What follows belongs to an exercise in optimizing a design on an open flow for small area; a production flow would make more cautious choices.
Function was checked by simulation only, so behaviour that the tests miss may differ from the original.
Power and IR drop assume default switching activity.

[design/flow/config.mk]
export PLATFORM = sky130hd
export DESIGN_NAME = usonic_top
export DESIGN_NICKNAME = usonic_top
export VERILOG_FILES = /design/flow/design.v
export SDC_FILE = /design/flow/constraint.sdc
export NUM_CORES = 4
export LEC_CHECK = 0
export CAP_MARGIN = 20
export CORE_MARGIN = 2
export CORE_UTILIZATION = 70
export SLEW_MARGIN = 20
[design/flow/constraint.sdc]
create_clock -name core_clock -period 20.0 [get_ports {clk}]
set_input_delay 4.0000 -clock core_clock [delete_from_list [all_inputs] [get_ports {clk}]]
set_output_delay 4.0000 -clock core_clock [all_outputs]
set_load 0.01 [all_outputs]
[design/flow/design.v]
module uart_receiver
(
    input            clock,
    input            reset_n,
    input            rx,
    output reg [3:0] nib,
    output           is_r,
    output           byte_ready
);
    reg rx_sync1, rx_sync, prev_rx_sync;
    always @(posedge clock or negedge reset_n)
        if (!reset_n) begin
            rx_sync1     <= 1'b1;
            rx_sync      <= 1'b1;
            prev_rx_sync <= 1'b1;
        end else begin
            rx_sync1     <= rx;
            rx_sync      <= rx_sync1;
            prev_rx_sync <= rx_sync;
        end
    wire start_bit_edge = prev_rx_sync & !rx_sync;
    reg [3:0]  st;
    reg [12:0] cnt;
    reg        hi_r;
    wire idle  = (st == 4'd0);
    wire done  = (cnt == 13'd1412);
    wire load  = idle & start_bit_edge;
    wire shift = !idle & !byte_ready & done;
    assign byte_ready = (st == 4'd9);
    assign is_r = hi_r & (nib == 4'h2);
    always @(posedge clock or negedge reset_n)
        if (!reset_n)
            st <= 4'd0;
        else if (byte_ready)
            st <= 4'd0;
        else if (load | shift)
            st <= st + 4'd1;
    always @(posedge clock) begin
        if (load)
            cnt <= 13'd0;
        else if (done)
            cnt <= 13'd2347;
        else
            cnt <= {cnt[11:0], ~(cnt[12]^cnt[3]^cnt[2]^cnt[0])};
        if (shift & (st <= 4'd4))
            nib <= {rx, nib[3:1]};
        if (shift & (st >= 4'd5))
            hi_r <= (hi_r | (st == 4'd5)) & (rx == st[0]);
    end
endmodule
module sonn
(
    input         clock,
    input         reset_n,
    input         rx,
    output [15:0] hword
);
wire [3:0] nib;
wire       is_r;
wire       byte_ready;
reg  [1:0]  count2;
reg  [7:0]  digits;    
reg         wload;     
reg  [11:0] hw;
always @(posedge clock)
    if (!reset_n) begin
        count2 <= 2'd0;
        wload  <= 1'b0;
        hw     <= 12'd0;
    end else begin
        wload <= byte_ready & (count2 == 2'd3);
        if (wload)
            hw <= {digits, nib};
        if (byte_ready)
            case (count2)
                2'd0: if (is_r) count2 <= 2'd1;
                2'd1: count2 <= 2'd2;
                2'd2: count2 <= 2'd3;
                2'd3: count2 <= 2'd0;
            endcase
    end
always @(posedge clock)
    if (byte_ready) begin
        if (count2 == 2'd1) digits[7:4] <= nib;
        if (count2 == 2'd2) digits[3:0] <= nib;
    end
assign hword = {4'b0000, hw};
uart_receiver uart(.clock(clock), .reset_n(reset_n), .rx(rx),
                   .nib(nib), .is_r(is_r), .byte_ready(byte_ready));
endmodule
module note(clk, reset_n, noteout);
input clk, reset_n;
output reg noteout;
reg [14:0] cnt;
always @(posedge clk)
    if (!reset_n) begin
        noteout <= 1'b0;
        cnt     <= 15'd0;
    end else if (cnt == 15'd17151) begin
        cnt     <= 15'd0;
        noteout <= ~noteout;
    end else
        cnt <= {cnt[13:0], ~(cnt[14]^cnt[13])};
endmodule
module buzz(clk, reset_n, en, tim, tone);
input clk, reset_n, en;
input [1:0] tim;
output reg tone;
wire noteout;
note note1(.clk(clk), .reset_n(reset_n), .noteout(noteout));
reg [1:0]  tim_r;
reg [19:0] lo;
reg        lo_z, lo_o;
reg [5:0]  hi;
reg        ene;
reg [5:0] hon, hoff;
always @*
    case (tim_r)
        2'd0: begin hon = 6'd5;  hoff = 6'd12; end
        2'd1: begin hon = 6'd10; hoff = 6'd20; end
        2'd2: begin hon = 6'd25; hoff = 6'd35; end
        default: begin hon = 6'd50; hoff = 6'd60; end
    endcase
wire lo_wrap = (lo == 20'd801525);
wire restart = (lo_z & (hi == hoff)) | (lo_o & (hi == 6'd60));
wire lo_clr  = restart | lo_wrap;
always @(posedge clk) begin
    tim_r <= tim;
    lo_o  <= lo_z;
    if (!reset_n) begin
        lo   <= 20'd0;
        lo_z <= 1'b1;
        hi   <= 6'd0;
        ene  <= 1'b0;
    end else begin
        lo_z <= lo_clr;
        lo   <= lo_clr ? 20'd0 : {lo[18:0], ~(lo[19]^lo[16])};
        hi   <= restart ? 6'd0 : hi + {5'd0, lo_wrap};
        if (restart)
            ene <= 1'b0;
        else if (lo_z & (hi == hon))
            ene <= 1'b1;
    end
end
always @(posedge clk)
    tone <= en & noteout & ene;
endmodule
module sonic(clk, trig, reset_n, en, echo, out);
input clk, echo, reset_n, en;
output reg trig;
output [23:0] out;
reg [21:0] cp;
reg [11:0] r;
reg [9:0]  q;
reg [9:0]  oq;
wire cend  = (cp == 22'd3080819);
wire rwrap = (r == 12'd2214);
wire qsat  = q[9] & q[8];
always @(posedge clk)
    if (!reset_n) begin
        cp   <= 22'd0;
        r    <= 12'd0;
        q    <= 10'd0;
        trig <= 1'b0;
        oq   <= 10'd0;
    end else if (en) begin
        cp <= cend ? 22'd0 : {cp[20:0], ~(cp[21]^cp[20])};
        if (cp == 22'd1)
            trig <= 1'b1;
        if (cp == 22'd1791997)
            trig <= 1'b0;
        if (cend) begin
            oq <= q;
            r  <= 12'd0;
            q  <= 10'd0;
        end else if (echo) begin
            r <= rwrap ? 12'd0 : {r[10:0], ~(r[11]^r[5]^r[3]^r[0])};
            if ((q == 10'd620) & (r == 12'd3349))
                q <= 10'h3ff;
            else if (rwrap & !qsat)
                q <= q + 10'd1;
        end
    end
assign out = {12'd0, {2{oq[9] & oq[8]}}, oq};
endmodule
module usonic_top
(
    input         clk,
    input         reset_n,
    input         rx,         
    input         echo,       
    input  [ 3:0] control,    
    output [15:0] hword,      
    output [23:0] usonic,     
    output        trig,       
    output        tone        
);
sonn sonna
(
 .clock   ( clk     ),
 .reset_n ( reset_n ),
 .rx      ( rx      ),
 .hword   ( hword   )
);
buzz buzz
(
 .clk     ( clk          ),
 .reset_n ( reset_n      ),
 .en      ( control[0]   ),
 .tim     ( control[2:1] ),
 .tone    ( tone         )
);
sonic sonica
(
 .clk     ( clk        ),
 .trig    ( trig       ),
 .reset_n ( reset_n    ),
 .en      ( control[3] ),
 .echo    ( echo       ),
 .out     ( usonic     )
);
endmodule
[design/flow/run.sh]
#!/bin/bash
# synth_recipe.tcl (not shown) runs the flow's synth.tcl, then flattens the netlist and writes it again
# the make line also repeats each setting of config.mk as NAME=value (left out here)
make -C /OpenROAD-flow-scripts/flow DESIGN_CONFIG=/design/flow/config.mk WORK_HOME=/design/flow/orfs CLKGATE_MAP_FILE= SYNTH_SCRIPT=/design/flow/synth_recipe.tcl finish
==> results of run 1 <==
## layer usage
layer / up-vias / global-route usage (%) / wire [microns]
li1: 2144 / - / -
met1: 2101 / 33.7 / 5070
met2: 135 / 45.5 / 5970
met3: 29 / 6.04 / 593
met4: 0 / 9.21 / 257
met5: - / 0 / 0
## report_power, final
group	switching [W]	leakage, nW	internal, W
Combinational	0.0000151	1.14	0.0000120
Sequential	0.00000572	1.27	0.000313
Clock	0.000130	0.281	0.000176
## cells in the final DEF (no fill, tap or decap), drive strengths merged, types with 9 or more instances in the layout
cell           synthesis  final
a21oi                 29     29
clkdlybuf4s50          0     33
inv                   18     27
mux2i                 34     34
and2                  43     43
nor4b                  9      9
conb                   1     16
o21ai                  9      9
clkbuf                18     19
nand4                 12     12
nand2                 47     47
dfxtp                131    131
ha                    16     16
nor3                  12     12
xnor2                 11     11
nor2                  59     59
and3                  10     10
edfxtp                13     13
nand3                 11     11
## worst max-delay path by stage
stage                     from  slack, ps                        to  depth (start not counted)
finish              control[3]      13980  sonica.q[3]$_SDFFE_PN0P_                          6
global route        control[3]      13800  sonica.q[8]$_SDFFE_PN0P_                          6
CTS                 control[3]      14000  sonica.q[3]$_SDFFE_PN0P_                          6
detailed placement  control[3]      13500  sonica.q[3]$_SDFFE_PN0P_                          6
global placement    control[3]      13560  sonica.q[7]$_SDFFE_PN0P_                          6
floorplan           control[3]      14450  sonica.r[2]$_SDFFE_PN0P_                          5
## registers in the layout, summed over array words and instances, names as in the netlist, 2 cells and up
signal and count:
sonica.cp 22, buzz.lo 20, buzz.note1.cnt 15, sonna.uart.cnt 13, sonica.r 12, sonna.hw 12, sonica.oq 10, sonica.q 10
sonna.digits 8, buzz.hi 6, sonna.uart.nib 4, sonna.uart.st 4, buzz.tim_r 2, sonna.count2 2
## worst max-delay path: cells and delay by family
family          cells  cell delay [ps]
simple gates        1              280
compound gates      2              880
buf+inv             3             1220
## through the flow
stage	hold slack, ps	power [W]	utilization, %	instances
after global placement	350	0.000350	76.9	714
after CTS	366	0.000655	83.8	746
after detailed placement	353	0.000351	76.9	714
final	364	0.000652	83.8	746
after floorplan	345	0.000347	-	614
after global routing	369	0.000671	83.8	746
## final cells by class
cell class	count	area [sq um]	share of cell area, %
clock buffer	19	443	6.37
sequential	151	3190	45.9
timing repair buffer	35	345	4.96
multi-input combinational	404	2640	38.0
inverter	19	71.3	1.02
clock inverter	13	131	1.89
tap	105	131	1.89
## cell families after synthesis
group                      share of synthesized area [%]
xor gates and xnor gates                            2.97
other                                             0.0618
muxes                                               5.79
and+or+nand+nor                                     20.7
buffers and inverters                               4.78
DFF                                                 52.6
AOI/OAI and AO/OA                                   9.79
adders and majority gates                           3.30
==> impl_metrics.yaml, run 1 <==
cts:
  cts_max_level: 4
  tritoncts.num_buffers: 17
  clkTransAtPathRegs_ps: 60
  cts.repair.resized: 0
  clock_tree.root_cell: "clkbuf_8"
  clock_tree_buf_depth: 2
  cts_tree: "done"
  cts_num_sinks: 151
  postCtsSetupRepairBufs: 0
  clock_insertion_delay_worst_skew_ps: 520
  post_cts_hold_buffer_count: 0
placement:
  sum_of_net_half_perimeters_after_detailed_placement_microns: 7690
  post-place-ws_ps: 13500
  placement.io_buffers: 33
  place.gp.congestion: 0.925
  dpl_cell_area_sq_um: 6380
yosys:
  synth-seq-cells: 151
  synth_async_sr_flop_share_pct: 4.64
  synthMostInstantiatedCell: "dfxtp_1"
  synth_warnings: 5
  netlist.area_leader.share_pct: 43.2
  synth_flop_cell: "dfxtp_1"
  sequential_fraction_of_the_synthesis_area_pct: 52.6
  postSynthAreaPerCell_sq_um: 10.1
  synth-edff-count: 13
  synth_area_leaders: "dfxtp_1, edfxtp_1, mux2i_1"
  synth_area_leader_cell: "dfxtp_1"
  ys_types: 63
  synth.top_cells.by_count: "dfxtp_1, nor2_1, nand2_1"
  mapped_area_sq_um: 6070
  syn_inst: 599
detailed_routing:
  post_drt_wl_per_cell_microns: 15.9
  detail_route.drc_violations: 0
  routed_wl_microns: 11900
  vias_per_cell: 5.91
  drt_first_iter_violations: 191
  routed-via-count: 4409
  drt-pass1-iter-count: 6
  ant_nets: 0
timing:
  final_setup_viols: 0
  max_transition_viols_final: 0
  max_clk_rate_ghz: 0.166
  worst_slew_pin_slew_ps: 799
  final_hold_violating_endpoints: 0
  post_route_skew_ps: 10.4
  maxSlewHeadroom_pct: 46.6
  setup_slack_ps: 13980
  post-route-period-util_pct: 30.1
  rsz_0062_raised_after_global_routing: "no"
  final.min_clock_period_ps: 6020
  final_setup_tns_ps: 0
global_route:
  wire_length_of_the_first_global_routing_pass_microns: 20800
  grt.overflow.total: 0
  grt_max_degree: 47
  first_global_vias: 4309
  grt_use_total_pct: 26.7
  grt_antenna_before_repair: 0
cells_and_area:
  synthToLayoutAreaGrowth_pct: 14.6
  fill_count: 470
  post_route_cells_drive_above_1_share_pct: 7.02
  diodes: 0
  final_nets: 652
  finalInstanceArea_sq_um: 6960
run_status:
  outcome: "finished clean"
setup_path:
  timing.critical_path.arrival_ps: 6400
  reg2reg_from: "sonica.cp[8]$_SDFFE_PN0P_"
  r2r_worst_path_depth: 5
  worst-path-max-fanout: 29
  reg2reg_setup_slack_ps: 17280
  critical_path.slowest_cell: "o31ai_4"
  worst-endpoint-required_ps: 20380
  worstSetupPathType: "in2reg"
  crit-reg2reg-capture: "sonica.q[3]$_SDFFE_PN0P_"
  critical_path.max_stage_delay_ps: 760
  critPathCaptureType: "flip-flop"
  cp-start-kind: "input pin"
  cp_cell_sequence: "clkdlybuf4s50_1, buf_4, clkinv_1, o31ai_4, or2_2, o221ai_1"
min_path:
  worst_hold_path_type: "reg2reg"
  min_to: "sonna.uart.rx_sync$_DFF_PN1_"
  hold_path_startpoint: "sonna.uart.rx_sync1$_DFF_PN1_"
  hold_path_depth: 0
pwr:
  power.static_leakage_nw: 2.69
  worst_ir_drop_vdd_uv: 62.7
  pwr_density_cell_nw_per_um2: 93.7
floorplan:
  fp.coreArea_sq_um: 8300
  die_width_microns: 97.1
  fp.dieH_microns: 97.1
  placementRows: 33
  dieArea_sq_um: 9430
  io_pins: 50
  start_util_pct: 73.1
job:
  maxcap_violations: 0
==> run 2: changes to the inputs <==
--- a/design/flow/config.mk
+++ b/design/flow/config.mk
@@ -8,4 +8,5 @@
 export CAP_MARGIN = 20
 export CORE_MARGIN = 2
 export CORE_UTILIZATION = 70
+export CTS_BUF_LIST = sky130_fd_sc_hd__clkbuf_8
 export SLEW_MARGIN = 20
==> impl_metrics.yaml, run 2 <==
cts:
  clkTransAtPathRegs_ps: 80
  cts.repair.resized: 0
  cts_tree: "done"
  clock_insertion_delay_worst_skew_ps: 450
  postCtsSetupRepairBufs: 0
  tritoncts.num_buffers: 17
  post_cts_hold_buffer_count: 0
  cts_num_sinks: 151
  cts_max_level: 4
  clock_tree.root_cell: "clkbuf_8"
  clock_tree_buf_depth: 2
global_route:
  grt.overflow.total: 0
  wire_length_of_the_first_global_routing_pass_microns: 20100
  grt_antenna_before_repair: 0
  grt_use_total_pct: 25.9
  grt_max_degree: 47
  first_global_vias: 4263
floorplan:
  dieArea_sq_um: 9430
  fp.coreArea_sq_um: 8300
  start_util_pct: 73.1
  fp.dieH_microns: 97.1
  placementRows: 33
  die_width_microns: 97.1
  io_pins: 50
yosys:
  ys_types: 63
  syn_inst: 599
  synth-seq-cells: 151
  sequential_fraction_of_the_synthesis_area_pct: 52.6
  synth.top_cells.by_count: "dfxtp_1, nor2_1, nand2_1"
  synth_flop_cell: "dfxtp_1"
  synthMostInstantiatedCell: "dfxtp_1"
  netlist.area_leader.share_pct: 43.2
  mapped_area_sq_um: 6070
  synth_warnings: 5
  synth-edff-count: 13
  synth_async_sr_flop_share_pct: 4.64
  synth_area_leaders: "dfxtp_1, edfxtp_1, mux2i_1"
  synth_area_leader_cell: "dfxtp_1"
  postSynthAreaPerCell_sq_um: 10.1
timing:
  max_transition_viols_final: 0
  worst_slew_pin_slew_ps: 830
  final_setup_tns_ps: 0
  final_hold_violating_endpoints: 0
  final_setup_viols: 0
  final.min_clock_period_ps: 6090
  rsz_0062_raised_after_global_routing: "no"
  max_clk_rate_ghz: 0.164
  maxSlewHeadroom_pct: 44.4
  post_route_skew_ps: 13.0
  post-route-period-util_pct: 30.4
  whs_ps: 368
job:
  maxcap_violations: 0
pwr:
  clock_power_share_pct: 40.6
  pwr_density_cell_nw_per_um2: 85.6
  power.static_leakage_nw: 2.61
  seqPwrFrac_pct: 54.7
  internal_power_w: 0.000439
  combinationalPowerShare_pct: 4.6
  worst_ir_drop_vdd_uv: 74.8
  psw_w: 0.000142
  power.switching_fraction_pct: 24.5
setup_path:
  r2r_worst_path_depth: 5
  crit-reg2reg-capture: "sonica.q[8]$_SDFFE_PN0P_"
  worst-endpoint-required_ps: 20310
  crit_end: "sonica.q[8]$_SDFFE_PN0P_"
  timing.critical_path.arrival_ps: 6400
  worstSetupPathType: "in2reg"
  startpoint: "control[3]"
  reg2reg_setup_slack_ps: 17280
  cp-start-kind: "input pin"
  critPathCaptureType: "flip-flop"
  reg2reg_from: "sonica.cp[8]$_SDFFE_PN0P_"
  worst-path-max-fanout: 29
detailed_routing:
  drt-pass1-iter-count: 5
  vias_per_cell: 5.86
  ant_nets: 0
  post_drt_wl_per_cell_microns: 15.4
  detail_route.drc_violations: 0
  routed-via-count: 4369
  drt_first_iter_violations: 146
  routed_wl_microns: 11500
cells_and_area:
  final_common_cell: "dfxtp_1"
  mostFrequentLayoutCells: "dfxtp_1, nor2_1, nand2_1"
  final_nets: 652
  synthToLayoutAreaGrowth_pct: 11.8
  largestRegisters: "sonica.cp (22), buzz.lo (20), buzz.note1.cnt (15)"
  largest_register_ff_count: 22
  max_flop_register: "sonica.cp"
  post_route_cells_drive_above_1_share_pct: 7.02
  multiInputGateArea_sq_um: 2640
  layout.area.seq_sq_um: 3190
  fill_count: 502
  diodes: 0
  layout.core_utilization_pct: 81.7
min_path:
  worst_hold_path_type: "reg2reg"
  hold_path_depth: 0
run_status:
  outcome: "finished clean"
placement:
  place.gp.congestion: 0.925
  placement.io_buffers: 33
  sum_of_net_half_perimeters_after_detailed_placement_microns: 7690
[run 2: cell counts after synthesis]
Identical to the previous run, type by type.
[run 2: kinds of logic (layout without fill, tap and decap cells)]
kind of cell	Yosys count	after routing	share of synthesized area, %
other	1	16	0.0618
adder cells (fa/ha/maj)	16	16	3.30
AO/OA/AOI/OAI	86	86	9.79
flip-flops	151	151	52.6
multiplexers	35	35	5.79
buffers and inverters	59	86	4.78
XOR/XNOR	19	19	2.97
AND/OR/NAND/NOR	232	232	20.7
[run 2: metal layers]
layer	part of all wire [%]	vias to the layer above	GRT usage, %
met1	44	2095	32.8
met4	1.9	0	10.3
met5	0	-	0
met2	50	114	43.7
li1	-	2137	-
met3	4.1	23	5.04
[run 2: worst max-delay path: stages]
cell,delay (ps)
clkdlybuf4s50_1,460
buf_4,370
clkinv_1,400
o31ai_4,750
or2_2,290
o221ai_1,120
[run 2: stage by stage]
stage               worst slack, ps  total power, W  instances  cell area [sq um]
floorplan                     14450        0.000347        614               6130
global placement              13560        0.000350        714               6380
detailed placement            13500        0.000351        714               6380
CTS                           13950        0.000581        746               6780
global route                  13750        0.000599        746               6780
finish                        13910        0.000581        746               6780
[run 2: how the worst min path moves through the flow]
stage                                  start  slack, ps                            to
6_report       sonna.uart.rx_sync1$_DFF_PN1_        370  sonna.uart.rx_sync$_DFF_PN1_
5_1_grt        sonna.uart.rx_sync1$_DFF_PN1_        370  sonna.uart.rx_sync$_DFF_PN1_
4_1_cts        sonna.uart.rx_sync1$_DFF_PN1_        370  sonna.uart.rx_sync$_DFF_PN1_
3_5_place_dp   sonna.uart.rx_sync1$_DFF_PN1_        350  sonna.uart.rx_sync$_DFF_PN1_
3_3_place_gp   sonna.uart.rx_sync1$_DFF_PN1_        350  sonna.uart.rx_sync$_DFF_PN1_
2_1_floorplan  sonna.uart.rx_sync1$_DFF_PN1_        350  sonna.uart.rx_sync$_DFF_PN1_
[run 2: cell type report]
class	count	area share, %
Sequential cell	151	47.1
Timing Repair Buffer	35	5.09
Clock inverter	15	2.43
Inverter	19	1.05
Multi-Input combinational cell	404	39.0
Tap cell	105	1.94
Clock buffer	17	3.45
[run 2: power groups by stage]
stage | Sequential (W) | Clock (W) | Combinational [W]
finish | 0.000318 | 0.000236 | 0.0000268
global route | 0.000319 | 0.000249 | 0.0000306
CTS | 0.000318 | 0.000236 | 0.0000269
detailed placement | 0.000325 | 0 | 0.0000265
global placement | 0.000324 | 0 | 0.0000256
floorplan | 0.000323 | 0 | 0.0000235
==> run 3: changes to the inputs <==
--- a/design/flow/config.mk
+++ b/design/flow/config.mk
@@ -7,6 +7,5 @@
 export LEC_CHECK = 0
 export CAP_MARGIN = 20
 export CORE_MARGIN = 2
-export CORE_UTILIZATION = 70
-export CTS_BUF_LIST = sky130_fd_sc_hd__clkbuf_8
+export CORE_UTILIZATION = 40
 export SLEW_MARGIN = 20
==> impl_metrics.yaml, run 3 <==
yosys:
  syn_inst: 599
  synth-edff-count: 13
  synth_area_leader_cell: "dfxtp_1"
  synth_warnings: 5
  synth-seq-cells: 151
  netlist.area_leader.share_pct: 43.2
  synth.top_cells.by_count: "dfxtp_1, nor2_1, nand2_1"
  ys_types: 63
  postSynthAreaPerCell_sq_um: 10.1
  synth_flop_cell: "dfxtp_1"
  mapped_area_sq_um: 6070
  synth_area_leaders: "dfxtp_1, edfxtp_1, mux2i_1"
  synth_async_sr_flop_share_pct: 4.64
  sequential_fraction_of_the_synthesis_area_pct: 52.6
  synthMostInstantiatedCell: "dfxtp_1"
placement:
  place.gp.congestion: 0.845
  place_inst: 797
  placement.io_buffers: 33
  sum_of_net_half_perimeters_after_detailed_placement_microns: 7580
  post-place-ws_ps: 13460
floorplan:
  io_pins: 50
  fp.dieH_microns: 127
  die_width_microns: 127
  fp.coreArea_sq_um: 15000
  placementRows: 45
  start_util_pct: 40.4
  dieArea_sq_um: 16200
cells_and_area:
  fill_count: 1409
  diodes: 0
  final_nets: 652
  finish.cell_count_without_fillers: 829
  synthToLayoutAreaGrowth_pct: 17.0
  largestRegisters: "sonica.cp (22), buzz.lo (20), buzz.note1.cnt (15)"
  largest_register_ff_count: 22
  post_route_cells_drive_above_1_share_pct: 7.18
  max_flop_register: "sonica.cp"
  mostFrequentLayoutCells: "dfxtp_1, nor2_1, nand2_1"
  final_common_cell: "dfxtp_1"
cts:
  tritoncts.num_buffers: 17
  cts.repair.resized: 0
  clock_tree_buf_depth: 2
  clock_insertion_delay_worst_skew_ps: 430
  cts_num_sinks: 151
  cts_tree: "done"
  clock_tree.root_cell: "clkbuf_16"
  postCtsSetupRepairBufs: 0
  cts_max_level: 4
  clkTransAtPathRegs_ps: 60
  post_cts_hold_buffer_count: 0
detailed_routing:
  drt_first_iter_violations: 219
  routed-via-count: 4228
  post_drt_wl_per_cell_microns: 13.5
  drt-pass1-iter-count: 5
  routed_wl_microns: 11200
  detail_route.drc_violations: 0
  vias_per_cell: 5.10
  ant_nets: 0
run_status:
  outcome: "finished clean"
timing:
  final_setup_viols: 0
  maxSlewHeadroom_pct: 44.6
  final.min_clock_period_ps: 6110
  final_setup_tns_ps: 0
  max_clk_rate_ghz: 0.164
  final_hold_violating_endpoints: 0
  post_route_skew_ps: 7.51
  rsz_0062_raised_after_global_routing: "no"
  worst_slew_pin_slew_ps: 827
  setup_slack_ps: 13890
  max_transition_viols_final: 0
  post-route-period-util_pct: 30.5
setup_path:
  path_buf_inv: 3
  critical_path.top_delay_family: "buffers and inverters"
  cp-start-kind: "input pin"
  worst-path-max-fanout: 29
  critPathCaptureType: "flip-flop"
  worst-endpoint-required_ps: 20300
  worstSetupPathType: "in2reg"
  critical_path.max_stage_delay_ps: 750
  cp_cell_sequence: "clkdlybuf4s50_1, buf_4, clkinv_1, o31ai_4, or2_2, o221ai_1"
  critical_path.slowest_cell: "o31ai_4"
  timing.critical_path.arrival_ps: 6400
global_route:
  grt_use_total_pct: 15.0
  first_global_vias: 4149
  grt_max_degree: 47
  busiest_layer: "met2"
  wire_length_of_the_first_global_routing_pass_microns: 19400
  grt_antenna_before_repair: 0
  grt_use_met1_pct: 17.9
  groute.layer.met2.usage_pct: 24.2
  grt_util_met3_pct: 6.28
  grt.overflow.total: 0
pwr:
  total_power_w: 0.000672
  pwr_density_cell_nw_per_um2: 94.6
  power.static_leakage_nw: 2.70
  worst_ir_drop_vdd_uv: 69.1
min_path:
  worst_hold_path_type: "reg2reg"
job:
  maxcap_violations: 0
## run 3: cell counts after synthesis
Identical to the previous run, type by type.
## run 3: where the power goes
group	switching [W]	total (W)	leakage (nW)	internal, W
sequential	0.00000541	0.000318	1.27	0.000313
combinational	0.0000151	0.0000271	1.14	0.0000121
clock	0.000132	0.000326	0.297	0.000194
## run 3: final cells by class
| type | count | area, sq um | share of cell area (%) |
|---|---|---|---|
| Sequential cell | 151 | 3190 | 45.0 |
| Inverter | 19 | 71.3 | 1.00 |
| Clock inverter | 14 | 161 | 2.27 |
| Tap cell | 188 | 235 | 3.31 |
| Multi-Input combinational cell | 404 | 2640 | 37.2 |
| Clock buffer | 18 | 450 | 6.34 |
| Timing Repair Buffer | 35 | 345 | 4.86 |
## run 3: per-layer routing
| layer | routed length, microns | vias to the layer above |
|---|---|---|
| li1 | - | 2142 |
| met1 | 5330 | 2000 |
| met2 | 5280 | 72 |
| met3 | 479 | 14 |
| met4 | 138 | 0 |
| met5 | 0 | - |
## run 3: cell families (layout without fill, tap and decap cells)
group / after synthesis / count (layout) / synth area share (%)
simple gates: 232 / 232 / 20.7
flops: 151 / 151 / 52.6
compound gates: 86 / 86 / 9.79
buf+inv: 59 / 86 / 4.78
mux: 35 / 35 / 5.79
xor+xnor: 19 / 19 / 2.97
fa+ha+maj: 16 / 16 / 3.30
other cells: 1 / 16 / 0.0618
## run 3: worst paths after layout
check	from	end	slack, ps	depth (start not counted)
max	control[3]	sonica.q[8]$_SDFFE_PN0P_	13890	6
min	sonna.uart.rx_sync1$_DFF_PN1_	sonna.uart.rx_sync$_DFF_PN1_	360	0
max reg2reg	sonica.cp[8]$_SDFFE_PN0P_	sonica.q[8]$_SDFFE_PN0P_	17300	5
min reg2reg	sonna.uart.rx_sync1$_DFF_PN1_	sonna.uart.rx_sync$_DFF_PN1_	360	0
max in group asynchronous	reset_n	sonna.uart.prev_rx_sync$_DFF_PN1_	15790	2
min in group asynchronous	reset_n	sonna.uart.st[1]$_DFFE_PN0P_	3930	2
## run 3: stage by stage
step	instance area [sq um]	hold slack [ps]	util (%)
after floorplan	6130	345	-
after global placement	6490	348	43.2
after detailed placement	6490	350	43.2
after CTS	7100	363	47.2
after global routing	7100	366	47.2
final	7100	359	47.2
==> run 4: changes to the inputs <==
==> design/flow/flow/run.sh (new file) <==
#!/bin/bash
# Own layout flow: the standard flow (standard.sh, unchanged synthesis),
# with the port buffers made of the smallest buffer cell and one tie cell
# for all constant outputs. Each tool's output goes to its own log here.
set -euo pipefail
bash standard.sh \
  "BUFFER_PORTS_ARGS=-buffer_cell sky130_fd_sc_hd__buf_1" \
  "SKIP_REPAIR_TIE_FANOUT=1" \
  finish > flow_orfs.log 2>&1
==> design/flow/standard.sh (new file) <==
#!/bin/bash
# synth_recipe.tcl (not shown) runs the flow's synth.tcl, then flattens the netlist and writes it again
# the make line also repeats each setting of config.mk as NAME=value (left out here)
make -C /OpenROAD-flow-scripts/flow DESIGN_CONFIG=/design/flow/config.mk WORK_HOME=/design/flow/orfs CLKGATE_MAP_FILE= SYNTH_SCRIPT=/design/flow/synth_recipe.tcl "${@:-finish}"
--- a/design/flow/config.mk
+++ b/design/flow/config.mk
@@ -7,5 +7,6 @@
 export LEC_CHECK = 0
 export CAP_MARGIN = 20
 export CORE_MARGIN = 2
-export CORE_UTILIZATION = 40
+export CORE_UTILIZATION = 70
+export CTS_BUF_LIST = sky130_fd_sc_hd__clkbuf_8
 export SLEW_MARGIN = 20
removed: design/flow/run.sh
==> impl_metrics.yaml, run 4 <==
cells_and_area:
  post_route_cells_drive_above_1_share_pct: 7.35
  layout.core_utilization_pct: 78.8
  max_flop_register: "sonica.cp"
  synthToLayoutAreaGrowth_pct: 7.75
  diodes: 0
  final_common_cell: "dfxtp_1"
  largestRegisters: "sonica.cp (22), buzz.lo (20), buzz.note1.cnt (15)"
  largest_register_ff_count: 22
  final_nets: 637
  mostFrequentLayoutCells: "dfxtp_1, nor2_1, nand2_1"
yosys:
  synth_simple_gate_area_share_pct: 20.7
  postSynthAreaPerCell_sq_um: 10.1
  xor_and_xnor_area_share_after_synthesis_pct: 2.97
  yosys-mux-area-fraction_pct: 5.79
  synth_area_leaders: "dfxtp_1, edfxtp_1, mux2i_1"
  syn_inst: 599
  synth.top_cells.by_count: "dfxtp_1, nor2_1, nand2_1"
  synth_top_family_by_area: "simple AND/OR/NAND/NOR gates"
  synth_adder_area_share_pct: 3.30
  synth_compound_gate_area_share_pct: 9.79
  synth-seq-cells: 151
  ys_types: 63
  synthMostInstantiatedCell: "dfxtp_1"
  sequential_fraction_of_the_synthesis_area_pct: 52.6
  synth-edff-count: 13
  synth_async_sr_flop_share_pct: 4.64
  synth_flop_cell: "dfxtp_1"
  synth_area_leader_cell: "dfxtp_1"
  netlist.area_leader.share_pct: 43.2
  mapped_area_sq_um: 6070
  synth_warnings: 5
detailed_routing:
  routed_wl_microns: 11200
  post_drt_wl_per_cell_microns: 15.4
  routed-via-count: 4261
  drt-pass1-iter-count: 5
  ant_nets: 0
  vias_per_cell: 5.83
  detail_route.drc_violations: 0
  drt_first_iter_violations: 182
floorplan:
  fp.coreArea_sq_um: 8300
  die_width_microns: 97.1
  io_pins: 50
  placementRows: 33
  fp.dieH_microns: 97.1
  dieArea_sq_um: 9430
  start_util_pct: 73.1
setup_path:
  worst-endpoint-required_ps: 20300
  timing.critical_path.arrival_ps: 6010
  critPathCaptureType: "flip-flop"
  cp-start-kind: "input pin"
  worst-path-max-fanout: 29
  worstSetupPathType: "in2reg"
placement:
  place.gp.congestion: 0.868
  sum_of_net_half_perimeters_after_detailed_placement_microns: 7500
  post-place-ws_ps: 13850
  placement.io_buffers: 33
global_route:
  grt.overflow.total: 0
  wire_length_of_the_first_global_routing_pass_microns: 19000
  grt_max_degree: 47
  grt_use_total_pct: 24.5
  first_global_vias: 4139
  grt_antenna_before_repair: 0
pwr:
  internal_power_w: 0.000430
  psw_w: 0.000151
  power.static_leakage_nw: 2.49
  worst_ir_drop_vdd_uv: 61.2
  pwr_density_cell_nw_per_um2: 88.9
  seqPwrFrac_pct: 54.7
  power.switching_fraction_pct: 26.0
  clock_power_share_pct: 40.9
  combinationalPowerShare_pct: 4.4
timing:
  max_clk_rate_ghz: 0.175
  final_setup_tns_ps: 0
  max_transition_viols_final: 0
  maxSlewHeadroom_pct: 43.4
  final_hold_violating_endpoints: 0
  setup_slack_ps: 14290
  rsz_0062_raised_after_global_routing: "no"
  worst_slew_pin_slew_ps: 843
  whs_ps: 364
  post_route_skew_ps: 12.4
  post-route-period-util_pct: 28.5
  final_setup_viols: 0
  final.min_clock_period_ps: 5710
job:
  maxcap_violations: 0
min_path:
  worst_hold_path_type: "reg2reg"
cts:
  cts.repair.resized: 0
  cts_max_level: 4
  cts_tree: "done"
  tritoncts.num_buffers: 17
  clock_tree.root_cell: "clkbuf_8"
  postCtsSetupRepairBufs: 0
  clkTransAtPathRegs_ps: 90
  cts_num_sinks: 151
  clock_tree_buf_depth: 2
  clock_insertion_delay_worst_skew_ps: 440
  post_cts_hold_buffer_count: 0
run_status:
  outcome: "finished clean"
run 4: path summary, 6_finish.rpt:
check	startpoint	to	slack, ps	cells past startpoint
setup / recovery	control[3]	sonica.q[8]$_SDFFE_PN0P_	14290	6
hold / removal	sonna.uart.rx_sync1$_DFF_PN1_	sonna.uart.rx_sync$_DFF_PN1_	360	0
setup reg to reg	sonica.cp[10]$_SDFFE_PN0P_	sonica.q[8]$_SDFFE_PN0P_	17290	5
hold reg to reg	sonna.uart.rx_sync1$_DFF_PN1_	sonna.uart.rx_sync$_DFF_PN1_	360	0
max in group asynchronous	reset_n	sonna.uart.prev_rx_sync$_DFF_PN1_	16190	2
min in group asynchronous	reset_n	sonna.uart.st[0]$_DFFE_PN0P_	3520	2
run 4: cell type report:
type                            count  area, sq um
Sequential cell                   151         3190
Fill cell                         550         1760
Multi-Input combinational cell    389         2590
Tap cell                          105          131
Timing Repair Buffer               35          139
Clock buffer                       17          234
Inverter                           19         71.3
Clock inverter                     15          185
run 4: metrics by stage:
step                      cells  total power, W  area [sq um]
after floorplan             599        0.000347          6070
after global placement      699        0.000349          6120
after detailed placement    699        0.000350          6120
after CTS                   731        0.000585          6540
after global routing        731        0.000601          6540
final                       731        0.000582          6540
run 4: kinds of logic after synthesis:
group,after synthesis
adder cells (fa/ha/maj),16
multiplexers,35
buffers and inverters,59
AO/OA/AOI/OAI,86
AND/OR/NAND/NOR,232
flip-flops,151
other,1
XOR/XNOR,19
run 4: per-layer routing:
layer  global-route usage, %  wire (microns)
met1                    29.7            4800
met2                    42.3            5690
met3                    5.68             546
met4                    9.97             198
met5                       0               0
run 4: power groups by stage:
stage / Sequential [W] / Clock (W) / Combinational [W]
detailed placement: 0.000325 / 0 / 0.0000254
global route: 0.000319 / 0.000254 / 0.0000283
finish: 0.000318 / 0.000238 / 0.0000255
CTS: 0.000318 / 0.000241 / 0.0000256
floorplan: 0.000323 / 0 / 0.0000235
global placement: 0.000325 / 0 / 0.0000245
run 4: critical path, cell delays in order:
cell and delay, ps:
buf_1 80, buf_4 370, clkinv_1 390, o31ai_4 740, or2_2 290, o221ai_1 130
==> run 5: changes to the inputs <==
==> design/flow/flow/run.sh (replaced) <==
#!/bin/bash
# Own layout flow: the standard flow (standard.sh) with
#  - synthesis as standard, but ABC maps the logic with flow/abc_map.script
#    (area-oriented); registers are mapped before ABC, so they are unchanged;
#  - port buffers made of the smallest buffer cell, one tie cell for all
#    constant outputs;
#  - clock tree of clkbuf_8 without dummy loads.
# Each step's output goes to its own log file here.
set -euo pipefail
HERE=$PWD
rm -rf "$HERE/scripts_abc"
cp -r "$FLOW_HOME/scripts" "$HERE/scripts_abc"
cp "$HERE/flow/abc_map.script" "$HERE/scripts_abc/abc_speed.script"
bash standard.sh "SCRIPTS_DIR=$HERE/scripts_abc" synth > "$HERE/log_synth.log" 2>&1
bash standard.sh \
  "BUFFER_PORTS_ARGS=-buffer_cell sky130_fd_sc_hd__buf_1" \
  "SKIP_REPAIR_TIE_FANOUT=1" \
  "CTS_ARGS=-sink_clustering_enable -repair_clock_nets -dont_use_dummy_load -buf_list sky130_fd_sc_hd__clkbuf_8" \
  finish > "$HERE/log_layout.log" 2>&1
==> design/flow/flow/abc_map.script (new file) <==
strash
&get -n
&st
&dch
&nf
&st
&syn2
&if -g -K 6
&synch2
&nf
&put
strash
dch -f
amap
strash
dch -f
amap
topo
dnsize -c
--- a/design/flow/config.mk
+++ b/design/flow/config.mk
@@ -8,5 +8,4 @@
 export CAP_MARGIN = 20
 export CORE_MARGIN = 2
 export CORE_UTILIZATION = 70
-export CTS_BUF_LIST = sky130_fd_sc_hd__clkbuf_8
 export SLEW_MARGIN = 20
==> impl_metrics.yaml, run 5 <==
global_route:
  grt.overflow.total: 0
  grt_antenna_before_repair: 0
  grt_max_degree: 29
  wire_length_of_the_first_global_routing_pass_microns: 18200
  grt_use_total_pct: 25.9
  first_global_vias: 4194
min_path:
  worst_hold_path_type: "reg2reg"
  hold_path_depth: 0
pwr:
  pwr_density_cell_nw_per_um2: 84.1
  seqPwrFrac_pct: 62.2
  power.static_leakage_nw: 2.21
  total_power_w: 0.000517
  worst_ir_drop_vdd_uv: 65.0
  clock_power_share_pct: 31.9
  internal_power_w: 0.000401
  psw_w: 0.000116
  combinationalPowerShare_pct: 6.0
  power.switching_fraction_pct: 22.4
yosys:
  yosys-mux-area-fraction_pct: 0
  synth_async_sr_flop_share_pct: 4.64
  synth_adder_area_share_pct: 3.49
  sequential_fraction_of_the_synthesis_area_pct: 55.6
  synth_flop_cell: "dfxtp_1"
  synth_area_leaders: "dfxtp_1, nor2_1, edfxtp_1"
  synth_simple_gate_area_share_pct: 20.5
  synth-edff-count: 13
  xor_and_xnor_area_share_after_synthesis_pct: 0
  synth-seq-cells: 151
  ys_types: 39
  synthMostInstantiatedCell: "dfxtp_1"
  syn_inst: 617
  synth.top_cells.by_count: "dfxtp_1, nor2_1, clkinv_1"
  mapped_area_sq_um: 5740
  synth_compound_gate_area_share_pct: 13.3
  synth_warnings: 5
  netlist.area_leader.share_pct: 45.7
  synth_area_leader_cell: "dfxtp_1"
  synth_top_family_by_area: "simple AND/OR/NAND/NOR gates"
  postSynthAreaPerCell_sq_um: 9.30
placement:
  post-place-ws_ps: 13460
  placement.io_buffers: 33
  place.gp.congestion: 0.924
  place_inst: 742
  sum_of_net_half_perimeters_after_detailed_placement_microns: 7630
timing:
  max_transition_viols_final: 0
  worst_slew_pin_slew_ps: 833
  final.min_clock_period_ps: 6200
  final_setup_tns_ps: 0
  post-route-period-util_pct: 31.0
  rsz_0062_raised_after_global_routing: "no"
  maxSlewHeadroom_pct: 44.0
  final_setup_viols: 0
  final_hold_violating_endpoints: 0
  post_route_skew_ps: 27.5
  max_clk_rate_ghz: 0.161
  setup_slack_ps: 13800
setup_path:
  critPathCaptureType: "flip-flop"
  worst-endpoint-required_ps: 20300
  timing.critical_path.depth: 7
  worstSetupPathType: "in2reg"
  cp_cell_sequence: "buf_1, buf_4, clkinv_1, buf_4, nor2_1, clkinv_1, a221oi_1"
  critical_path.top_delay_family: "buffers and inverters"
  critical_path.slowest_cell: "clkinv_1"
  path_buf_inv: 5
  critical_path.max_stage_delay_ps: 610
  timing.critical_path.arrival_ps: 6500
  cp-start-kind: "input pin"
  worst-path-max-fanout: 27
  r2r_worst_path_depth: 10
detailed_routing:
  highest-signal-layer: "met4"
  met2_wirelength_microns: 5170
  routed_wl_microns: 10800
  routed-via-count: 4469
  wl_met3_microns: 695
  ant_nets: 0
  post_drt_wl_per_cell_microns: 14.3
  detail_route.drc_violations: 0
  vias_per_cell: 5.88
  drt-met1-wl_microns: 4820
  drt_first_iter_violations: 271
  drt-pass1-iter-count: 5
floorplan:
  io_pins: 50
  fp.coreArea_sq_um: 8090
  placementRows: 33
  die_width_microns: 94.5
  fp.dieH_microns: 94.5
  dieArea_sq_um: 8940
  start_util_pct: 70.9
cts:
  clkTransAtPathRegs_ps: 60
  clock_tree.root_cell: "clkbuf_8"
  cts_max_level: 4
  clock_tree_buf_depth: 2
  cts_num_sinks: 151
  clock_insertion_delay_worst_skew_ps: 430
  post_cts_hold_buffer_count: 0
  tritoncts.num_buffers: 17
  cts.repair.resized: 0
  cts_tree: "done"
  postCtsSetupRepairBufs: 0
cells_and_area:
  max_flop_register: "sonica.cp"
  finish.cell_count_without_fillers: 760
  final_nets: 681
  post_route_cells_drive_above_1_share_pct: 3.97
  largestRegisters: "sonica.cp (22), buzz.lo (20), buzz.note1.cnt (15)"
  mostFrequentLayoutCells: "dfxtp_1, nor2_1, clkinv_1"
  diodes: 0
  largest_register_ff_count: 22
  final_common_cell: "dfxtp_1"
  synthToLayoutAreaGrowth_pct: 7.13
run_status:
  outcome: "finished clean"
job:
  maxcap_violations: 0
run 5: cell count changes after synthesis, moves of 11 or more:
cell      previous run  this run
inv_1               17         0
nor2b_1              0        19
and2_1              43         0
o22ai_1              5        46
xnor2_1             11         0
nand2_1             47        22
nor2_1              59       108
clkinv_1             1        72
clkbuf_1            18         0
mux2i_1             34         0
run 5: per-layer routing:
layer | vias to the layer above | track usage (%)
met5 | - | 0
met4 | 0 | 9.42
met3 | 22 | 7.98
met2 | 155 | 41.9
met1 | 2068 | 33.0
li1 | 2224 | -
run 5: layout make-up:
cell class | instances | area [sq um]
Fill cell | 605 | 1950
Timing Repair Buffer | 38 | 165
Multi-Input combinational cell | 377 | 2150
Inverter | 72 | 270
Tap cell | 105 | 131
Clock buffer | 17 | 234
Sequential cell | 151 | 3190
run 5: logic make-up (layout without fill, tap and decap cells):
family | Yosys count | in the layout
AO/OA/AOI/OAI | 118 | 118
adder cells (fa/ha/maj) | 16 | 16
flip-flops | 151 | 151
other | 1 | 1
buffers and inverters | 89 | 127
AND/OR/NAND/NOR | 242 | 242
run 5: power by group through the flow:
stage / Combinational (W) / Clock, W / Sequential, W
finish: 0.0000308 / 0.000165 / 0.000321
CTS: 0.0000303 / 0.000168 / 0.000321
global placement: 0.0000290 / 0 / 0.000328
detailed placement: 0.0000301 / 0 / 0.000328
floorplan: 0.0000248 / 0 / 0.000326
global route: 0.0000353 / 0.000181 / 0.000322
run 5: stage by stage:
stage / hold WS, ps / area, sq um / util, %
after floorplan: 338 / 5740 / -
after global placement: 358 / 5900 / 72.9
after detailed placement: 357 / 5900 / 72.9
after CTS: 365 / 6140 / 75.8
after global routing: 368 / 6150 / 76.0
final: 364 / 6150 / 76.0
run 5: path summary, 6_finish.rpt:
| path | startpoint | slack (ps) | to |
|---|---|---|---|
| hold reg to reg | sonna.uart.rx_sync1$_DFF_PN1_ | 360 | sonna.uart.rx_sync$_DFF_PN1_ |
| setup reg to reg | sonica.cp[20]$_SDFFE_PN0P_ | 16840 | sonica.cp[17]$_SDFFE_PN0P_ |
| max in group asynchronous | reset_n | 16190 | sonna.uart.rx_sync$_DFF_PN1_ |
| min in group asynchronous | reset_n | 3540 | sonna.uart.st[2]$_DFFE_PN0P_ |
| hold / removal | sonna.uart.rx_sync1$_DFF_PN1_ | 360 | sonna.uart.rx_sync$_DFF_PN1_ |
| setup / recovery | reset_n | 13800 | sonica.cp[17]$_SDFFE_PN0P_ |
==> run 6: changes to the inputs <==
--- a/design/flow/flow/run.sh
+++ b/design/flow/flow/run.sh
@@ -15,5 +15,5 @@
 bash standard.sh \
   "BUFFER_PORTS_ARGS=-buffer_cell sky130_fd_sc_hd__buf_1" \
   "SKIP_REPAIR_TIE_FANOUT=1" \
-  "CTS_ARGS=-sink_clustering_enable -repair_clock_nets -dont_use_dummy_load -buf_list sky130_fd_sc_hd__clkbuf_8" \
+  "CTS_ARGS=-sink_clustering_enable -repair_clock_nets -dont_use_dummy_load -buf_list {sky130_fd_sc_hd__clkbuf_4 sky130_fd_sc_hd__clkbuf_8} -sink_clustering_size 10" \
   finish > "$HERE/log_layout.log" 2>&1
==> impl_metrics.yaml, run 6 <==
run_status:
  outcome: "finished clean"
cts:
  clock_tree.root_cell: "clkbuf_8"
  clock_tree_buf_depth: 2
  clock_insertion_delay_worst_skew_ps: 430
  cts_max_level: 4
  cts_tree: "done"
  cts.repair.resized: 0
  cts_num_sinks: 151
  postCtsSetupRepairBufs: 0
  clkTransAtPathRegs_ps: 60
  tritoncts.num_buffers: 17
  post_cts_hold_buffer_count: 0
yosys:
  synth_area_leader_cell: "dfxtp_1"
  synth_compound_gate_area_share_pct: 13.3
  synth-edff-count: 13
  ys_types: 39
  mapped_area_sq_um: 5740
  postSynthAreaPerCell_sq_um: 9.30
  syn_inst: 617
  synth_top_family_by_area: "simple AND/OR/NAND/NOR gates"
  synth.top_cells.by_count: "dfxtp_1, nor2_1, clkinv_1"
  sequential_fraction_of_the_synthesis_area_pct: 55.6
  synthMostInstantiatedCell: "dfxtp_1"
  synth_warnings: 5
  synth_adder_area_share_pct: 3.49
  synth_async_sr_flop_share_pct: 4.64
  yosys-mux-area-fraction_pct: 0
  synth_area_leaders: "dfxtp_1, nor2_1, edfxtp_1"
  synth-seq-cells: 151
  synth_simple_gate_area_share_pct: 20.5
  synth_flop_cell: "dfxtp_1"
  netlist.area_leader.share_pct: 45.7
  xor_and_xnor_area_share_after_synthesis_pct: 0
setup_path:
  reg2reg_from: "sonica.cp[20]$_SDFFE_PN0P_"
  worstSetupPathType: "in2reg"
  timing.critical_path.depth: 7
  worst-path-max-fanout: 27
  critPathCaptureType: "flip-flop"
  critical_path.max_stage_delay_ps: 610
  timing.critical_path.arrival_ps: 6500
  r2r_worst_path_depth: 10
  cp-start-kind: "input pin"
  critical_path.slowest_cell: "clkinv_1"
  reg2reg_setup_slack_ps: 16840
  cp_cell_sequence: "buf_1, buf_4, clkinv_1, buf_4, nor2_1, clkinv_1, a221oi_1"
  crit-reg2reg-capture: "sonica.cp[17]$_SDFFE_PN0P_"
  critical_path.top_delay_family: "buffers and inverters"
  path_buf_inv: 5
  worst-endpoint-required_ps: 20300
timing:
  post_route_skew_ps: 27.5
  final_hold_violating_endpoints: 0
  max_clk_rate_ghz: 0.161
  maxSlewHeadroom_pct: 44.0
  max_transition_viols_final: 0
  worst_slew_pin_slew_ps: 833
  rsz_0062_raised_after_global_routing: "no"
  final_setup_tns_ps: 0
  whs_ps: 364
  final.min_clock_period_ps: 6200
  final_setup_viols: 0
  post-route-period-util_pct: 31.0
pwr:
  seqPwrFrac_pct: 62.2
  psw_w: 0.000116
  internal_power_w: 0.000401
  worst_ir_drop_vdd_uv: 65.0
  power.static_leakage_nw: 2.21
  clock_power_share_pct: 31.9
  power.switching_fraction_pct: 22.4
  pwr_density_cell_nw_per_um2: 84.1
  combinationalPowerShare_pct: 6.0
floorplan:
  dieArea_sq_um: 8940
  io_pins: 50
  placementRows: 33
  die_width_microns: 94.5
  fp.dieH_microns: 94.5
  start_util_pct: 70.9
  fp.coreArea_sq_um: 8090
cells_and_area:
  post_route_cells_drive_above_1_share_pct: 3.97
  largestRegisters: "sonica.cp (22), buzz.lo (20), buzz.note1.cnt (15)"
  finish.cell_count_without_fillers: 760
  diodes: 0
  layout.core_utilization_pct: 76.0
  mostFrequentLayoutCells: "dfxtp_1, nor2_1, clkinv_1"
  largest_register_ff_count: 22
  max_flop_register: "sonica.cp"
  final_common_cell: "dfxtp_1"
  final_nets: 681
  synthToLayoutAreaGrowth_pct: 7.13
min_path:
  hold_path_startpoint: "sonna.uart.rx_sync1$_DFF_PN1_"
  worst_hold_path_type: "reg2reg"
  hold_path_depth: 0
  min_to: "sonna.uart.rx_sync$_DFF_PN1_"
detailed_routing:
  drt_first_iter_violations: 271
  post_drt_wl_per_cell_microns: 14.3
  detail_route.drc_violations: 0
  routed_wl_microns: 10800
  drt-pass1-iter-count: 5
  vias_per_cell: 5.88
  ant_nets: 0
  routed-via-count: 4469
job:
  maxcap_violations: 0
global_route:
  grt.overflow.total: 0
  grt_use_total_pct: 25.9
  wire_length_of_the_first_global_routing_pass_microns: 18200
  first_global_vias: 4194
  grt_antenna_before_repair: 0
  grt_max_degree: 29
placement:
  sum_of_net_half_perimeters_after_detailed_placement_microns: 7630
  place_inst: 742
  placement.io_buffers: 33
  place.gp.congestion: 0.924
-- run 6: stage by stage --
stage               total power, W  worst slack [ps]  area, sq um
floorplan                 0.000351             14240         5740
global route              0.000539             13590         6150
global placement          0.000357             13660         5900
CTS                       0.000520             13900         6140
detailed placement        0.000358             13460         5900
finish                    0.000517             13800         6150
-- run 6: power groups by stage --
| stage | clock [W] | combinational [W] | sequential (W) |
|---|---|---|---|
| finish | 0.000165 | 0.0000308 | 0.000321 |
| global route | 0.000181 | 0.0000353 | 0.000322 |
| CTS | 0.000168 | 0.0000303 | 0.000321 |
| detailed placement | 0 | 0.0000301 | 0.000328 |
| global placement | 0 | 0.0000290 | 0.000328 |
| floorplan | 0 | 0.0000248 | 0.000326 |
-- run 6: how the worst max path moves through the flow --
| stage | startpoint | to | slack [ps] |
|---|---|---|---|
| 2_1_floorplan | reset_n | sonica.cp[17]$_SDFFE_PN0P_ | 14240 |
| 3_3_place_gp | reset_n | buzz.lo_z$_SDFF_PN1_ | 13660 |
| 3_5_place_dp | reset_n | sonica.cp[17]$_SDFFE_PN0P_ | 13460 |
| 4_1_cts | reset_n | sonica.cp[17]$_SDFFE_PN0P_ | 13900 |
| 5_1_grt | reset_n | sonica.cp[21]$_SDFFE_PN0P_ | 13590 |
| 6_report | reset_n | sonica.cp[17]$_SDFFE_PN0P_ | 13800 |
-- run 6: per-layer routing --
metal | part of all wire (%) | track usage (%) | vias to the layer above
met5 | 0 | 0 | -
met4 | 1.3 | 9.42 | 0
met3 | 6.4 | 7.98 | 22
met2 | 48 | 41.9 | 155
met1 | 44 | 33.0 | 2068
li1 | - | - | 2224
-- run 6: area by class of cell --
cell class,instances,area [sq um]
Multi-Input combinational cell,377,2150
Tap cell,105,131
Inverter,72,270
Sequential cell,151,3190
Clock buffer,17,234
Fill cell,605,1950
Timing Repair Buffer,38,165
-- run 6: worst register-to-register path, cell delays in order (launching register included) --
cell	delay (ps)
dfxtp_1	340
clkinv_1	140
ha_1	240
nand4_1	90
or2_0	170
nor3_1	90
nand2_1	190
clkinv_1	310
nor2_1	480
clkinv_1	610
a221oi_1	410
-- run 6: cell families (layout without fill, tap and decap cells) --
group           after synthesis  in the layout
fa+ha+maj                    16             16
simple gates                242            242
buf+inv                      89            127
other cells                   1              1
flops                       151            151
compound gates              118            118
==> run 7: changes to the inputs <==
--- a/design/flow/design.v
+++ b/design/flow/design.v
@@ -22,8 +22,10 @@
     reg [3:0]  st;
     reg [12:0] cnt;
     reg        hi_r;
+wire [12:0] cnt_x  = cnt ^ 13'h1555;
+wire [12:0] cnt_nx = {cnt_x[11:0], ~(cnt_x[12]^cnt_x[3]^cnt_x[2]^cnt_x[0])} ^ 13'h1555;
     wire idle  = (st == 4'd0);
-    wire done  = (cnt == 13'd1412);
+    wire done  = (cnt == 13'h37c);
     wire load  = idle & start_bit_edge;
     wire shift = !idle & !byte_ready & done;
     assign byte_ready = (st == 4'd9);
@@ -37,11 +39,11 @@
             st <= st + 4'd1;
     always @(posedge clock) begin
         if (load)
-            cnt <= 13'd0;
+            cnt <= 13'h0;
         else if (done)
-            cnt <= 13'd2347;
+            cnt <= 13'h719;
         else
-            cnt <= {cnt[11:0], ~(cnt[12]^cnt[3]^cnt[2]^cnt[0])};
+            cnt <= cnt_nx;
         if (shift & (st <= 4'd4))
             nib <= {rx, nib[3:1]};
         if (shift & (st >= 4'd5))
@@ -92,15 +94,17 @@
 input clk, reset_n;
 output reg noteout;
 reg [14:0] cnt;
+wire [14:0] cnt_x  = cnt ^ 15'h5555;
+wire [14:0] cnt_nx = {cnt_x[13:0], ~(cnt_x[14]^cnt_x[13])} ^ 15'h5555;
 always @(posedge clk)
     if (!reset_n) begin
         noteout <= 1'b0;
-        cnt     <= 15'd0;
-    end else if (cnt == 15'd17151) begin
-        cnt     <= 15'd0;
+        cnt     <= 15'h0;
+    end else if (cnt == 15'h41aa) begin
+        cnt     <= 15'h0;
         noteout <= ~noteout;
     end else
-        cnt <= {cnt[13:0], ~(cnt[14]^cnt[13])};
+        cnt <= cnt_nx;
 endmodule
 module buzz(clk, reset_n, en, tim, tone);
 input clk, reset_n, en;
@@ -113,6 +117,8 @@
 reg        lo_z, lo_o;
 reg [5:0]  hi;
 reg        ene;
+wire [19:0] lo_x  = lo ^ 20'h55555;
+wire [19:0] lo_nx = {lo_x[18:0], ~(lo_x[19]^lo_x[16])} ^ 20'h55555;
 reg [5:0] hon, hoff;
 always @*
     case (tim_r)
@@ -121,20 +127,20 @@
         2'd2: begin hon = 6'd25; hoff = 6'd35; end
         default: begin hon = 6'd50; hoff = 6'd60; end
     endcase
-wire lo_wrap = (lo == 20'd801525);
+wire lo_wrap = (lo == 20'h41653);
 wire restart = (lo_z & (hi == hoff)) | (lo_o & (hi == 6'd60));
 wire lo_clr  = restart | lo_wrap;
 always @(posedge clk) begin
     tim_r <= tim;
     lo_o  <= lo_z;
     if (!reset_n) begin
-        lo   <= 20'd0;
+        lo   <= 20'h0;
         lo_z <= 1'b1;
         hi   <= 6'd0;
         ene  <= 1'b0;
     end else begin
         lo_z <= lo_clr;
-        lo   <= lo_clr ? 20'd0 : {lo[18:0], ~(lo[19]^lo[16])};
+        lo   <= lo_clr ? 20'h0 : lo_nx;
         hi   <= restart ? 6'd0 : hi + {5'd0, lo_wrap};
         if (restart)
             ene <= 1'b0;
@@ -150,32 +156,36 @@
 output reg trig;
 output [23:0] out;
 reg [21:0] cp;
+wire [21:0] cp_x  = cp ^ 22'h155555;
+wire [21:0] cp_nx = {cp_x[20:0], ~(cp_x[21]^cp_x[20])} ^ 22'h155555;
 reg [11:0] r;
 reg [9:0]  q;
 reg [9:0]  oq;
-wire cend  = (cp == 22'd3080819);
-wire rwrap = (r == 12'd2214);
+wire [11:0] r_x  = r ^ 12'h0;
+wire [11:0] r_nx = {r_x[10:0], ~(r_x[11]^r_x[5]^r_x[3]^r_x[0])} ^ 12'h0;
+wire rwrap = (r == 12'h8a6);
 wire qsat  = q[9] & q[8];
+wire wend = (cp == 22'h1afe2e);
 always @(posedge clk)
     if (!reset_n) begin
-        cp   <= 22'd0;
-        r    <= 12'd0;
+        cp   <= 22'h0;
+        trig <= 1'b0;
+        r    <= 12'h0;
         q    <= 10'd0;
-        trig <= 1'b0;
         oq   <= 10'd0;
     end else if (en) begin
-        cp <= cend ? 22'd0 : {cp[20:0], ~(cp[21]^cp[20])};
-        if (cp == 22'd1)
+        cp <= wend ? 22'h0 : cp_nx;
+        if (cp == 22'h3fffff)
             trig <= 1'b1;
-        if (cp == 22'd1791997)
+        if (cp == 22'h932ab)
             trig <= 1'b0;
-        if (cend) begin
+        if (wend) begin
             oq <= q;
-            r  <= 12'd0;
+            r  <= 12'h0;
             q  <= 10'd0;
         end else if (echo) begin
-            r <= rwrap ? 12'd0 : {r[10:0], ~(r[11]^r[5]^r[3]^r[0])};
-            if ((q == 10'd620) & (r == 12'd3349))
+            r <= rwrap ? 12'h0 : r_nx;
+            if ((q == 10'd620) & (r == 12'hd15))
                 q <= 10'h3ff;
             else if (rwrap & !qsat)
                 q <= q + 10'd1;
--- a/design/flow/flow/run.sh
+++ b/design/flow/flow/run.sh
@@ -15,5 +15,5 @@
 bash standard.sh \
   "BUFFER_PORTS_ARGS=-buffer_cell sky130_fd_sc_hd__buf_1" \
   "SKIP_REPAIR_TIE_FANOUT=1" \
-  "CTS_ARGS=-sink_clustering_enable -repair_clock_nets -dont_use_dummy_load -buf_list {sky130_fd_sc_hd__clkbuf_4 sky130_fd_sc_hd__clkbuf_8} -sink_clustering_size 10" \
+  "CTS_ARGS=-sink_clustering_enable -repair_clock_nets -dont_use_dummy_load -buf_list sky130_fd_sc_hd__clkbuf_8" \
   finish > "$HERE/log_layout.log" 2>&1
==> impl_metrics.yaml, run 7 <==
run_status:
  outcome: "finished clean"
cells_and_area:
  largestRegisters: "sonica.cp (22), buzz.lo (20), buzz.note1.cnt (15)"
  synthToLayoutAreaGrowth_pct: 6.86
  mostFrequentLayoutCells: "dfxtp_1, nor2_1, clkinv_1"
  diodes: 0
  final_nets: 655
  final_common_cell: "dfxtp_1"
  post_route_cells_drive_above_1_share_pct: 3.97
  max_flop_register: "sonica.cp"
  finish.cell_count_without_fillers: 731
  largest_register_ff_count: 22
  layout.core_utilization_pct: 77.8
cts:
  clock_tree_buf_depth: 2
  tritoncts.num_buffers: 17
  clkTransAtPathRegs_ps: 60
  post_cts_hold_buffer_count: 0
  cts_max_level: 4
  cts.repair.resized: 0
  clock_insertion_delay_worst_skew_ps: 450
  clock_tree.root_cell: "clkbuf_8"
  cts_tree: "done"
  cts_num_sinks: 151
  postCtsSetupRepairBufs: 0
global_route:
  grt_use_total_pct: 27.1
  grt.overflow.total: 0
  grt_max_degree: 44
  wire_length_of_the_first_global_routing_pass_microns: 18800
  grt_antenna_before_repair: 0
  first_global_vias: 4121
setup_path:
  r2r_worst_path_depth: 9
  worstSetupPathType: "in2reg"
  cp_common_cell: "clkinv_1"
  reg2reg_setup_slack_ps: 17030
  crit-reg2reg-capture: "buzz.lo[10]$_SDFF_PP0_"
  critical_path.slowest_cell: "clkinv_1"
  critical_path.max_stage_delay_ps: 660
  critical_path.top_delay_family: "buffers and inverters"
  cp-start-kind: "input pin"
  cp_cell_sequence: "clkbuf_2, clkinv_1, nor4_2, buf_4, clkinv_1, nand2_1, o22a_1, nor2_1"
  timing.critical_path.arrival_ps: 6600
  path_buf_inv: 4
  reg2reg_from: "buzz.tim_r[0]$_DFF_P_"
  worst-path-max-fanout: 26
  critPathCaptureType: "flip-flop"
  worst-endpoint-required_ps: 20270
pwr:
  pwr_density_cell_nw_per_um2: 92.0
  total_power_w: 0.000556
  worst_ir_drop_vdd_uv: 75.7
  power.static_leakage_nw: 2.17
yosys:
  synth_flop_cell: "dfxtp_1"
  synth.top_cells.by_count: "dfxtp_1, nor2_1, clkinv_1"
  synth_warnings: 5
  synth_area_leader_cell: "dfxtp_1"
  synth-seq-cells: 151
  synthMostInstantiatedCell: "dfxtp_1"
  sequential_fraction_of_the_synthesis_area_pct: 56.5
  postSynthAreaPerCell_sq_um: 9.53
  ys_types: 44
  synth_async_sr_flop_share_pct: 4.64
  syn_inst: 593
  synth_area_leaders: "dfxtp_1, nor2_1, edfxtp_1"
  mapped_area_sq_um: 5650
  netlist.area_leader.share_pct: 46.4
  synth-edff-count: 13
min_path:
  hold_path_depth: 0
  min_to: "sonna.uart.rx_sync$_DFF_PN1_"
  hold_path_startpoint: "sonna.uart.rx_sync1$_DFF_PN1_"
  worst_hold_path_type: "reg2reg"
floorplan:
  placementRows: 32
  die_width_microns: 93.9
  io_pins: 50
  fp.coreArea_sq_um: 7770
  dieArea_sq_um: 8810
  fp.dieH_microns: 93.9
  start_util_pct: 72.8
timing:
  maxSlewHeadroom_pct: 36.1
  whs_ps: 361
  worst_slew_pin_slew_ps: 952
  max_transition_viols_final: 0
  final_hold_violating_endpoints: 0
  final_setup_tns_ps: 0
  max_clk_rate_ghz: 0.158
  post_route_skew_ps: 36.4
  rsz_0062_raised_after_global_routing: "no"
  final_setup_viols: 0
  final.min_clock_period_ps: 6320
  post-route-period-util_pct: 31.6
detailed_routing:
  detail_route.drc_violations: 0
  routed-via-count: 4358
  drt-pass1-iter-count: 4
  ant_nets: 0
  vias_per_cell: 5.96
  drt_first_iter_violations: 244
  post_drt_wl_per_cell_microns: 15.5
  routed_wl_microns: 11300
placement:
  sum_of_net_half_perimeters_after_detailed_placement_microns: 7870
  placement.io_buffers: 33
  place.gp.congestion: 0.867
  place_inst: 714
job:
  maxcap_violations: 0
## run 7: cell count changes after synthesis, sizes merged, moves of 13 or more
cell	previous run	this run
o22ai	46	20
and3	17	3
nor2b	19	6
nor2	108	129
## run 7: worst reg2reg max path, delay by kind of cell, from the launching register on
family / cells / cell delay [ps]
compound gates: 3 / 930
flops: 1 / 370
buf+inv: 2 / 250
simple gates: 3 / 970
fa+ha+maj: 1 / 280
## run 7: per-layer routing
| metal | global-route usage (%) | up-vias | part of all wire [%] |
|---|---|---|---|
| met3 | 7.06 | 10 | 4.0 |
| met4 | 7.73 | 0 | 1.1 |
| met1 | 33.8 | 2088 | 44 |
| li1 | - | 2155 | - |
| met5 | 0 | - | 0 |
| met2 | 46.5 | 105 | 51 |
## run 7: cells by family (layout without fill, tap and decap cells)
| logic type | after synthesis | after routing | synth area share, % |
|---|---|---|---|
| AND/OR/NAND/NOR | 225 | 225 | 18.0 |
| XOR/XNOR | 1 | 1 | 0.155 |
| flip-flops | 151 | 151 | 56.5 |
| other | 1 | 1 | 0.0663 |
| AO/OA/AOI/OAI | 120 | 120 | 15.4 |
| buffers and inverters | 79 | 115 | 6.37 |
| adder cells (fa/ha/maj) | 16 | 16 | 3.54 |
## run 7: through the flow
step                cell area (sq um)  setup slack (ps)
floorplan                        5650             13230
global placement                 5810             12930
detailed placement               5810             12750
CTS                              6040             13150
global route                     6040             13390
finish                           6040             13680
## run 7: report_power, final
| group | internal (W) | total (W) | switching (W) | leakage (nW) |
|---|---|---|---|---|
| sequential | 0.000331 | 0.000346 | 0.0000158 | 1.28 |
| combinational | 0.0000173 | 0.0000444 | 0.0000271 | 0.767 |
| clock | 0.0000748 | 0.000165 | 0.0000904 | 0.122 |
| total | 0.000423 | 0.000556 | 0.000133 | 2.17 |
## run 7: worst max-delay path by stage
stage / from / to / cells after the start
floorplan: control[3] / sonica.r[10]$_SDFFE_PN0P_ / 6
global placement: control[3] / sonica.r[3]$_SDFFE_PN0P_ / 8
detailed placement: control[3] / sonica.r[11]$_SDFFE_PN0P_ / 8
CTS: control[3] / sonica.r[1]$_SDFFE_PN0P_ / 8
global route: control[3] / sonica.r[11]$_SDFFE_PN0P_ / 8
finish: control[3] / sonica.r[1]$_SDFFE_PN0P_ / 8
## run 7: area by class of cell
cell class	count	area (sq um)
Sequential cell	151	3190
Multi-Input combinational cell	363	2110
Fill cell	556	1730
Clock buffer	17	234
Inverter	62	233
Timing Repair Buffer	36	148
Tap cell	102	128

==> separate check: timing with driven ports <==
The flow's constraints put no driver on any port. The routed layouts listed below were extracted and timed again, unchanged, in two steps. Step 1 assumes that a clkbuf_16 drives the clock port and a buf_2 every other input. Step 2, shift: input delay + t, output delay - t, t = (earliest + latest rising clock arrival at the registers) / 2. This alone moves slack from input paths to output paths. Slacks: ideal / step 1 / step 2; pairs: ideal / step 1.
| run | shift t [ns] | setup WS [ns] | worst setup path at the end |
|---|---|---|---|
| run 1 | 0.554 | 13.984 / 13.996 / 13.442 | input to register |
| run 2 | 0.472 | 13.913 / 13.920 / 13.449 | input to register |
| run 3 | 0.468 | 13.894 / 13.906 / 13.439 | input to register |
| run 4 | 0.470 | 14.290 / 14.297 / 13.827 | input to register |
| run 5 | 0.446 | 13.797 / 13.807 / 13.361 | input to register |
| run 6 | 0.446 | 13.797 / 13.807 / 13.361 | input to register |
| run 7 | 0.459 | 13.677 / 13.679 / 13.221 | input to register |
After both steps every run listed still meets setup and hold. The setup slack of run 1, which loses most, moves by +0.012 ns with the drivers and by -0.542 ns with both steps.
